Source: an optimization exercise on an open RTL-to-GDS flow (aim: small area, a short achievable clock period and few clock cycles). Production flows keep margins and buffers that such runs may drop. No activity file was given, so power comes from the tool's default toggle rates.

build 36:
==> flow/design.v (excerpt) <==
module conv_engine(
    input         clk,
    input         reset,
    input         en_ctrl,
    output [15:0] s_addr,
    output [15:0] w_addr,
    output [15:0] b_addr,
    input  [7:0]  signal,
    input  [7:0]  weight,
    input  [7:0]  bias,
    output [15:0] save_addr,
    output [7:0]  convout,
    output        en_write,
    output        finish
);
    reg        go;           
    reg        done;         
    reg        stall;        
    reg [11:0] sa, wa;       
    reg [2:0]  j;            
    reg [1:0]  c;            
    reg [2:0]  r;            
    reg        inb;          
    reg        jend, rend;   
    reg [4:0]  o, y;         
    reg [3:0]  xp;
    reg        last_out;     
    reg p0, p15, ya, yb, y01;    
    wire [2:0] jpen = (p0 | p15) ? 3'd2 : 3'd4;
    wire [2:0] rpen = ya ? 3'd1 : yb ? 3'd2 : 3'd3;
    wire cend = (c == 2'd2);
    wire last_pos = p15 & ya & ~y01;
    wire adv = go & ~done & ~stall;
    wire hold = ~inb & jend & cend & rend;
    wire inb_n  = adv ? hold : inb;
    wire jend_n = adv ? (~inb & (~jend ? (j == jpen) : (cend & rend))) : jend;
    wire cend_n = adv ? (~inb & (~jend ? cend : ~cend ? (c == 2'd1) : ~rend ? 1'b0 : 1'b1)) : cend;
    wire rend_n = adv ? (~inb & ((jend & cend & ~rend) ? (r == rpen) : rend)) : rend;
    wire last_out_n = w2 ? (o == 5'd30) : last_out;
    wire stall_n = (w2 & last_out) ? 1'b0 : (adv & inb & last_out) ? 1'b1 : stall;
    wire done_n = done | (adv & inb & last_out & last_pos);
    wire adv_n = en_ctrl & ~done_n & ~stall_n;
    reg a_inc, a_ch, a_row, a_back, a_pos;
  ...
==> flow/config.mk <==
export PLATFORM = sky130hd
export DESIGN_NAME = conv_engine
export DESIGN_NICKNAME = conv_engine
export VERILOG_FILES = /design/flow/design.v
export SDC_FILE = /design/flow/constraint.sdc
export NUM_CORES = 4
export LEC_CHECK = 0
export CAP_MARGIN = 20
export CORE_MARGIN = 2
export CORE_UTILIZATION = 40
export SLEW_MARGIN = 20
export SYNTH_HIERARCHICAL = 1
==> flow/constraint.sdc <==
create_clock -name core_clock -period 10.0 [get_ports {clk}]
set_input_delay 2.0000 -clock core_clock [delete_from_list [all_inputs] [get_ports {clk}]]
set_output_delay 2.0000 -clock core_clock [all_outputs]
set_load 0.01 [all_outputs]
standard.sh (not shown) runs the stock make flow with config.mk's settings and CLKGATE_MAP_FILE= SYNTH_SCRIPT=/design/flow/synth_recipe.tcl, a recipe that flattens the netlist after the stock synthesis.
==> flow/flow/run.sh <==
#!/bin/bash
set -uo pipefail
MARGIN=$(cat flow/margin 2>/dev/null || echo 7)
bash standard.sh "SETUP_SLACK_MARGIN=$MARGIN" \
    "BUFFER_PORTS_ARGS=-buffer_cell sky130_fd_sc_hd__buf_1" finish > run_make.log 2>&1
status=$?
tail -5 run_make.log
exit $status
==> flow/flow/margin <==
7
## Diff of input files: build 26 against build 36
--- a/flow/design.v
+++ b/flow/design.v
@@ -374,29 +374,29 @@
     wire fas44, fac44;
     conv_fa u_fas44 (.a(Sag[14]), .b(Cag[14]), .c(~ea3[8]), .s(fas44), .co(fac44));
     wire fas45, fac45;
     conv_fa u_fas45 (.a(fac41), .b(fas44), .c(fac42), .s(fas45), .co(fac45));
     wire fas46 = ~(Sag[15] ^ Cag[15]);
     wire fac46 = Sag[15] | Cag[15];
     wire fas47, fac47;
     conv_fa u_fas47 (.a(fas46), .b(fac44), .c(fac45), .s(fas47), .co(fac47));
     wire fas48 = ~(Sag[16] ^ Cag[16]);
     wire fac48 = Sag[16] | Cag[16];
-    wire fas49 = fac46 ^ fas48;
-    wire fac49 = fac46 & fas48;
+    wire fas49, fac49;
+    conv_fa u_fas49 (.a(fac46), .b(fas48), .c(fac47), .s(fas49), .co(fac49));
     wire fas50 = ~(Sag[17] ^ Cag[17]);
     wire fac50 = Sag[17] | Cag[17];
-    wire fas51, fac51;
-    conv_fa u_fas51 (.a(fac48), .b(fas50), .c(fac49), .s(fas51), .co(fac51));
+    wire fas51 = fac48 ^ fas50;
+    wire fac51 = fac48 & fas50;
     always @(posedge clk) begin
-        Sa <= {fas51, fac47, fas47, fac43, fas43, fac37, fac33, fac29, fac24, fas24, fac15, fac11, fac8, fac5, fac3, fac1, fac0, ea0[0]};
-        Ca <= {1'b0, fas49, 1'b0, fas45, 1'b0, fas40, fas37, fas33, fas29, 1'b0, fas19, fas15, fas11, fas8, fas5, fas3, fas1, fas0};
+        Sa <= {fac49, fas49, fas47, fac43, fas43, fac37, fac33, fac29, fac24, fas24, fac15, fac11, fac8, fac5, fac3, fac1, fac0, ea0[0]};
+        Ca <= {fas51, 1'b0, 1'b0, fas45, 1'b0, fas40, fas37, fas33, fas29, 1'b0, fas19, fas15, fas11, fas8, fas5, fas3, fas1, fas0};
     end
     wire [8:0] eb0;
     assign eb0[0] = ((oneb[0] & sx[0]) | (twob[0] & sx2[0])) ^ negb[0];
     assign eb0[1] = ((oneb[0] & sx[1]) | (twob[0] & sx2[1])) ^ negb[0];
     assign eb0[2] = ((oneb[0] & sx[2]) | (twob[0] & sx2[2])) ^ negb[0];
     assign eb0[3] = ((oneb[0] & sx[3]) | (twob[0] & sx2[3])) ^ negb[0];
     assign eb0[4] = ((oneb[0] & sx[4]) | (twob[0] & sx2[4])) ^ negb[0];
     assign eb0[5] = ((oneb[0] & sx[5]) | (twob[0] & sx2[5])) ^ negb[0];
     assign eb0[6] = ((oneb[0] & sx[6]) | (twob[0] & sx2[6])) ^ negb[0];
     assign eb0[7] = ((oneb[0] & sx[7]) | (twob[0] & sx2[7])) ^ negb[0];
@@ -525,29 +525,29 @@
     wire fbs44, fbc44;
     conv_fa u_fbs44 (.a(Sbg[14]), .b(Cbg[14]), .c(~eb3[8]), .s(fbs44), .co(fbc44));
     wire fbs45, fbc45;
     conv_fa u_fbs45 (.a(fbc41), .b(fbs44), .c(fbc42), .s(fbs45), .co(fbc45));
     wire fbs46 = ~(Sbg[15] ^ Cbg[15]);
     wire fbc46 = Sbg[15] | Cbg[15];
     wire fbs47, fbc47;
     conv_fa u_fbs47 (.a(fbs46), .b(fbc44), .c(fbc45), .s(fbs47), .co(fbc47));
     wire fbs48 = ~(Sbg[16] ^ Cbg[16]);
     wire fbc48 = Sbg[16] | Cbg[16];
-    wire fbs49 = fbc46 ^ fbs48;
-    wire fbc49 = fbc46 & fbs48;
+    wire fbs49, fbc49;
+    conv_fa u_fbs49 (.a(fbc46), .b(fbs48), .c(fbc47), .s(fbs49), .co(fbc49));
     wire fbs50 = ~(Sbg[17] ^ Cbg[17]);
     wire fbc50 = Sbg[17] | Cbg[17];
-    wire fbs51, fbc51;
-    conv_fa u_fbs51 (.a(fbc48), .b(fbs50), .c(fbc49), .s(fbs51), .co(fbc51));
+    wire fbs51 = fbc48 ^ fbs50;
+    wire fbc51 = fbc48 & fbs50;
     always @(posedge clk) begin
-        Sb <= {fbs51, fbc47, fbs47, fbc43, fbs43, fbc37, fbc33, fbc29, fbc24, fbs24, fbc15, fbc11, fbc8, fbc5, fbc3, fbc1, fbc0, eb0[0]};
-        Cb <= {1'b0, fbs49, 1'b0, fbs45, 1'b0, fbs40, fbs37, fbs33, fbs29, 1'b0, fbs19, fbs15, fbs11, fbs8, fbs5, fbs3, fbs1, fbs0};
+        Sb <= {fbc49, fbs49, fbs47, fbc43, fbs43, fbc37, fbc33, fbc29, fbc24, fbs24, fbc15, fbc11, fbc8, fbc5, fbc3, fbc1, fbc0, eb0[0]};
+        Cb <= {fbs51, 1'b0, 1'b0, fbs45, 1'b0, fbs40, fbs37, fbs33, fbs29, 1'b0, fbs19, fbs15, fbs11, fbs8, fbs5, fbs3, fbs1, fbs0};
     end
     wire [17:0] acc = b3 ? (Sa + Ca) : (Sb + Cb);
     wire [8:0]  t = acc[17:9];
     reg  [7:0]  cout_r;
     always @(posedge clk)
         cout_r <= (t[8] != t[7]) ? {t[8], {7{~t[8]}}} : t[7:0];
     assign s_addr = {4'd0, sa};
     assign w_addr = {4'd0, wa};
     assign b_addr = {11'd0, o};
     assign save_addr = {1'b0, y, xp, lsb, o};
## What came out
- Build 26: synthesized cell count 24 above build 36
- Build 26 vs. build 36: maximum ir drop on the vdd rail went down by 22%.
- When build 26 is set beside build 36, its synthesis-to-finish area growth turns out to be 0.77 points larger.
- On clock insertion delay at the later pin of the skew report, build 26 and build 36 are basically level.
- Share of post-route cells with drive strength above 1: build 26 and build 36 compared, higher one is build 26
- Build 26 gives less setup clock skew after layout than build 36 did.
- Area of all sequential standard cells, build 26 and build 36: larger value in build 26
- Final cell area: build 26 above build 36
- Diff build 26 and build 36: overall via count from detail_route higher in build 26
- On share of the clock period used by the worst path: between build 26 and build 36, it ends up lower for build 36.
- Per the comparison of build 26 with build 36, sum of routed wire length over all layers has increased, sequential share of the synthesized area has decreased, number of buffers outside the clock class in the layout has increased.
No functional check of the RTL was part of any run of this note.

[what the ideal ports hide]
The flow's constraints put no driver on any port. The routed layouts listed below were extracted and timed again, unchanged, in two steps. Step 1, drivers: a clkbuf_16 drives clk and a buf_2 each remaining input, both assumed. Step 2, shift: input delay + t, output delay - t, t = (earliest + latest rising clock arrival at the registers) / 2. This alone moves slack from input paths to output paths. Three values: ideal ports, drivers, drivers and shift; two values: the first two.
run | t (ns) | slack for setup (ns) | hold slack, ns | clock arrival spread, ns
build 36 | 0.471 | 6.995 / 6.959 / 6.768 | 0.441 / 0.441 / 0.441 | 0.025 / 0.024
build 26 | 0.486 | 6.864 / 6.864 / 6.773 | 0.441 / 0.441 / 0.441 | 0.015 / 0.016
After both steps every run listed still meets setup and hold. The setup slack of build 36, which loses most, moves by -0.036 ns with the drivers and by -0.227 ns with both steps.
